Context: an optimization exercise on an open-source flow, tuned for small area and a short achievable clock period. The choices shown serve that exercise and are no tape-out recipe.
Function was checked by simulation only, so behaviour that the tests miss may differ from the original.
Power is estimated from default activity; no workload was simulated.

red:
==> flow/design.v (excerpt) <==
module div_non_restore_pip #(parameter N = 16) (
	input          clk,
	input  [N-1:0] dividend,
	input  [N-1:0] divisor,
	output [N-1:0] quotient
);
Size: about 660 flip-flops, about 28000 um2 of cells after synthesis.
export LEC_CHECK = 0
export CAP_MARGIN = 20
export CORE_MARGIN = 2
export CORE_UTILIZATION = 70
export PLACE_DENSITY = 0.85
export SLEW_MARGIN = 20
create_clock -name core_clock -period 4.5 [get_ports {clk}]
standard.sh (not shown) runs the stock make flow with config.mk's settings and CLKGATE_MAP_FILE= SYNTH_SCRIPT=/design/flow/synth_recipe.tcl, a recipe that flattens the netlist after the stock synthesis.
==> flow/flow/run.sh <==
#!/bin/bash
# Own flow: the standard layout, with the synthesis's final ABC mapping
# run from flow/abc.script (delay-oriented) instead of ORFS's abc_speed.script.
set -euo pipefail
W=$(pwd)
export MY_ABC_SCRIPT=$W/flow/abc.script
export MY_ABC_D=${MY_ABC_D:-1000}
cat flow/abc_override.tcl synth_recipe.tcl > my_synth.tcl
sed "s#SYNTH_SCRIPT=[^ ]*#SYNTH_SCRIPT=$W/my_synth.tcl#" standard.sh > my_standard.sh
bash my_standard.sh > flow.log 2>&1
==> flow/flow/abc.script <==
&get -n
&st
&dch
&nf -p
&put
buffer -p
upsize {D}
dnsize {D}
==> flow/flow/abc_override.tcl <==
# Use our own ABC script and delay target for the final technology mapping
# (the generic abc inside yosys synth is unchanged).
proc abc {args} {
  set here [file dirname [file normalize [info script]]]
  set i [lsearch $args -script]
  if {$i >= 0} { lset args [expr {$i+1}] $::env(MY_ABC_SCRIPT) }
  set i [lsearch $args -D]
  if {$i >= 0} { lset args [expr {$i+1}] $::env(MY_ABC_D) } else { lappend args -D $::env(MY_ABC_D) }
  puts "abc (own script): $args"
  yosys abc {*}$args
}
Modified inputs, blue compared to red
Settings: PLACE_DENSITY no longer set, was 0.85; CORE_UTILIZATION now 40, was 70.
==> flow/flow/run.sh <==
#!/bin/bash
bash standard.sh > standard.log 2>&1
removed: flow/flow/abc.script
removed: flow/flow/abc_override.tcl
[summary]
Both conditions hold for blue: the flow ran to the end and the final layout passed the timing, design-rule and antenna checks.
Higher portion of total power attributed to combinational logic goes to red over blue.
| net switching power | blue vs red | better |
In the flow results for blue and red, the worst setup skew after layout is larger on red.
Comparing the two runs side by side, blue comes out behind red on setup slack after layout.
Number of vias per cell: blue vs red down 0.84
Relative to blue, the following input files were edited for green:
Settings: putting SETUP_SLACK_MARGIN at 2.6 where nothing was set; putting PLACE_DENSITY at 0.9 where nothing was set; swapping 40 for 80 in CORE_UTILIZATION.
==> flow/flow/run.sh <==
#!/bin/bash
# Own flow: the standard layout, with the synthesis's final ABC mapping
# run from flow/abc.script (delay-oriented) instead of ORFS's abc_speed.script.
set -euo pipefail
W=$(pwd)
export MY_ABC_SCRIPT=$W/flow/abc.script
export MY_ABC_D=${MY_ABC_D:-1000}
cat flow/abc_override.tcl synth_recipe.tcl > my_synth.tcl
sed "s#SYNTH_SCRIPT=[^ ]*#SYNTH_SCRIPT=$W/my_synth.tcl#" standard.sh > my_standard.sh
bash my_standard.sh > flow.log 2>&1
==> flow/flow/abc.script (new file) <==
&get -n
&st
&dch
&nf -p
&put
buffer -p
upsize {D}
dnsize {D}
==> flow/flow/abc_override.tcl (new file) <==
# Use our own ABC script and delay target for the final technology mapping
# (the generic abc inside yosys synth is unchanged).
proc abc {args} {
  set here [file dirname [file normalize [info script]]]
  set i [lsearch $args -script]
  if {$i >= 0} { lset args [expr {$i+1}] $::env(MY_ABC_SCRIPT) }
  set i [lsearch $args -D]
  if {$i >= 0} { lset args [expr {$i+1}] $::env(MY_ABC_D) } else { lappend args -D $::env(MY_ABC_D) }
  puts "abc (own script): $args"
  yosys abc {*}$args
}
## What came out
- green: it failed during clock tree synthesis, and the tool reported DPL-0038.
- From blue to green the numbers moved as follows: post-synthesis net count moved up, simple-gate area share of the yosys netlist +1.6 points, number of H-tree branching levels now smaller, total of cells resized after clock tree synthesis shows an increase of 1521.
- Sum of net half-perimeters after detailed placement | green above blue
- Going from blue to green, post-placement cell area shrank slightly.
- Compared green against blue; number of flops mapped to enable cells by yosys within noise.
- In green relative to blue, synthesized instance count had gone up by a little under 10%.
Setup changes, green to orange
Settings: PLACE_DENSITY: 0.9 -> unset; CORE_UTILIZATION: 80 -> 40; SETUP_SLACK_MARGIN: 2.6 -> unset.
==> flow/run.sh (new file) <==
#!/bin/bash
# synth_recipe.tcl (not shown) runs the flow's synth.tcl, then flattens the netlist and writes it again
# the make line also repeats each setting of config.mk as NAME=value (left out here)
make -C /OpenROAD-flow-scripts/flow DESIGN_CONFIG=/design/flow/config.mk WORK_HOME=/design/flow/orfs CLKGATE_MAP_FILE= SYNTH_SCRIPT=/design/flow/synth_recipe.tcl finish
removed: flow/flow/run.sh
removed: flow/flow/abc.script
removed: flow/flow/abc_override.tcl
removed: flow/standard.sh
Notes after the runs:
- Max horizontal die dimension across orange and green: orange
- The final reports for orange and green show quantity of gates resized following cts lower in the former.
- Comparing orange against green, there is no change at all in share of synthesized flip-flops with an asynchronous set or reset.
- The remaining runs in orange and green completed every stage, whereas green halted early.
- Stage in which a tool error killed green: clock tree synthesis.
- Comparing orange and green, clock buffer count from CTS is lower on green.
- Per the comparison of orange with green, complex-gate fraction of the synthesized area has decreased, post-place instance area has increased, sequential element share of the synthesized area has increased.

Starting RTL as in the previous note.
Design div_non_restore_pip, start of the top module:
module div_non_restore_pip #(parameter N = 16) (
	input          clk,
	input  [N-1:0] dividend,
	input  [N-1:0] divisor,
	output [N-1:0] quotient
);
Settings: LEC_CHECK=0, CAP_MARGIN=20, CORE_MARGIN=2, CORE_UTILIZATION=40, SETUP_SLACK_MARGIN=2.0, SLEW_MARGIN=20; clock period 4.5 ns.
run.sh (not shown) runs the stock make flow with config.mk's settings and CLKGATE_MAP_FILE= SYNTH_SCRIPT=/design/flow/synth_recipe.tcl, a recipe that flattens the netlist after the stock synthesis.
Stock flow here: none of the scripts above is used.
Next try:
==> flow/flow/run.sh (new file) <==
#!/bin/bash
# Own flow: the standard layout, with the synthesis's final ABC mapping
# run from flow/abc.script (delay-oriented) instead of ORFS's abc_speed.script.
set -euo pipefail
W=$(pwd)
export MY_ABC_SCRIPT=$W/flow/abc.script
export MY_ABC_D=${MY_ABC_D:-1000}
cat flow/abc_override.tcl synth_recipe.tcl > my_synth.tcl
sed "s#SYNTH_SCRIPT=[^ ]*#SYNTH_SCRIPT=$W/my_synth.tcl#" standard.sh > my_standard.sh
bash my_standard.sh > flow.log 2>&1
==> flow/flow/abc.script (new file) <==
&get -n
&st
&dch
&nf -p
&put
buffer -p
upsize {D}
dnsize {D}
==> flow/flow/abc_override.tcl (new file) <==
# Use our own ABC script and delay target for the final technology mapping
# (the generic abc inside yosys synth is unchanged).
proc abc {args} {
  set here [file dirname [file normalize [info script]]]
  set i [lsearch $args -script]
  if {$i >= 0} { lset args [expr {$i+1}] $::env(MY_ABC_SCRIPT) }
  set i [lsearch $args -D]
  if {$i >= 0} { lset args [expr {$i+1}] $::env(MY_ABC_D) } else { lappend args -D $::env(MY_ABC_D) }
  puts "abc (own script): $args"
  yosys abc {*}$args
}
==> flow/standard.sh (new file) <==
#!/bin/bash
# synth_recipe.tcl (not shown) runs the flow's synth.tcl, then flattens the netlist and writes it again
# the make line also repeats each setting of config.mk as NAME=value (left out here)
make -C /OpenROAD-flow-scripts/flow DESIGN_CONFIG=/design/flow/config.mk WORK_HOME=/design/flow/orfs CLKGATE_MAP_FILE= SYNTH_SCRIPT=/design/flow/synth_recipe.tcl "${@:-finish}"
--- a/flow/config.mk
+++ b/flow/config.mk
@@ -8,5 +8,7 @@
 export CAP_MARGIN = 20
 export CORE_MARGIN = 2
-export CORE_UTILIZATION = 40
-export SETUP_SLACK_MARGIN = 2.0
+export CORE_UTILIZATION = 70
+export PLACE_DENSITY = 0.85
+export SETUP_SLACK_MARGIN = 2.3
 export SLEW_MARGIN = 20
+export TNS_END_PERCENT = 100
removed: flow/run.sh
Effect: The changed run went through all stages and came out clean. Final area came out lower by about 2.3%. Setup slack gets worse by 0.38 ns. Power climbs by about 6%. Fmax falls by 12%. Worst hold slack degrades by 0.021 ns. Core utilization climbs by 36 points. Clock-buffer cell count drops by 26. Via count increases by 22%. Die area went down by about 40%.
Next try:
--- a/flow/config.mk
+++ b/flow/config.mk
@@ -8,7 +8,5 @@
 export CAP_MARGIN = 20
 export CORE_MARGIN = 2
-export CORE_UTILIZATION = 70
-export PLACE_DENSITY = 0.85
-export SETUP_SLACK_MARGIN = 2.3
+export CORE_UTILIZATION = 40
+export SETUP_SLACK_MARGIN = 2.5
 export SLEW_MARGIN = 20
-export TNS_END_PERCENT = 100
What happened: The changed run finished with timing, DRC and antenna clean. Worst setup slack is better by 0.91 ns. Die area goes up by about 70%. Clock power goes up by about 4%. Hold slack is better by 0.023 ns.
Next try:
==> flow/run.sh (new file) <==
#!/bin/bash
# synth_recipe.tcl (not shown) runs the flow's synth.tcl, then flattens the netlist and writes it again
# the make line also repeats each setting of config.mk as NAME=value (left out here)
make -C /OpenROAD-flow-scripts/flow DESIGN_CONFIG=/design/flow/config.mk WORK_HOME=/design/flow/orfs CLKGATE_MAP_FILE= SYNTH_SCRIPT=/design/flow/synth_recipe.tcl finish
--- a/flow/config.mk
+++ b/flow/config.mk
@@ -9,4 +9,4 @@
 export CORE_MARGIN = 2
 export CORE_UTILIZATION = 40
-export SETUP_SLACK_MARGIN = 2.5
+export SETUP_SLACK_MARGIN = 3.0
 export SLEW_MARGIN = 20
removed: flow/flow/run.sh
removed: flow/flow/abc.script
removed: flow/flow/abc_override.tcl
removed: flow/standard.sh
What happened: Clock-buffer cell count climbs by 6. First-iteration DRC count went down by well over a third. Via count goes down by roughly a tenth. Core utilization fell by 5.6 points. Die area goes down slightly. Global-route usage is lower by 2.9 points.

==> static timing again, ports no longer ideal <==
How much do the figures lean on ideal ports? The routed layouts below were timed once more, with nothing changed but the port constraints. Step 1 sets driving cells, clkbuf_16 on the clock port and buf_2 on the other inputs (assumed; they add their load-dependent delay and slew). Step 2 also shifts input and output timing later by t, the mid clock arrival at the registers, as if the neighbouring blocks saw the same clock. Slacks: ideal ports / drivers / drivers and shift; pairs: ideal ports / drivers.
run | shift t [ns] | setup slack, ns | worst setup path at the end | clock arrival spread, ns | slew at the worst register clock pin (ns)
red | 0.692 | 1.583 / 1.583 / 1.583 | register to register | 0.040 / 0.040 | 0.07 / 0.07
blue | 0.670 | 1.122 / 1.122 / 1.122 | register to register | 0.038 / 0.038 | 0.06 / 0.06
orange | 0.670 | 1.122 / 1.122 / 1.122 | register to register | 0.038 / 0.038 | 0.06 / 0.06
the first run of note 2 | 0.655 | 1.805 / 1.805 / 1.805 | register to register | 0.028 / 0.029 | 0.06 / 0.06
the second run of note 2 | 0.726 | 1.425 / 1.425 / 1.425 | register to register | 0.062 / 0.062 | 0.09 / 0.09
the third run of note 2 | 0.673 | 2.332 / 2.332 / 2.332 | register to register | 0.030 / 0.029 | 0.07 / 0.07
the fourth run of note 2 | 0.651 | 1.817 / 1.817 / 1.817 | register to register | 0.025 / 0.025 | 0.06 / 0.06
After both steps setup and hold are still met in every run listed.
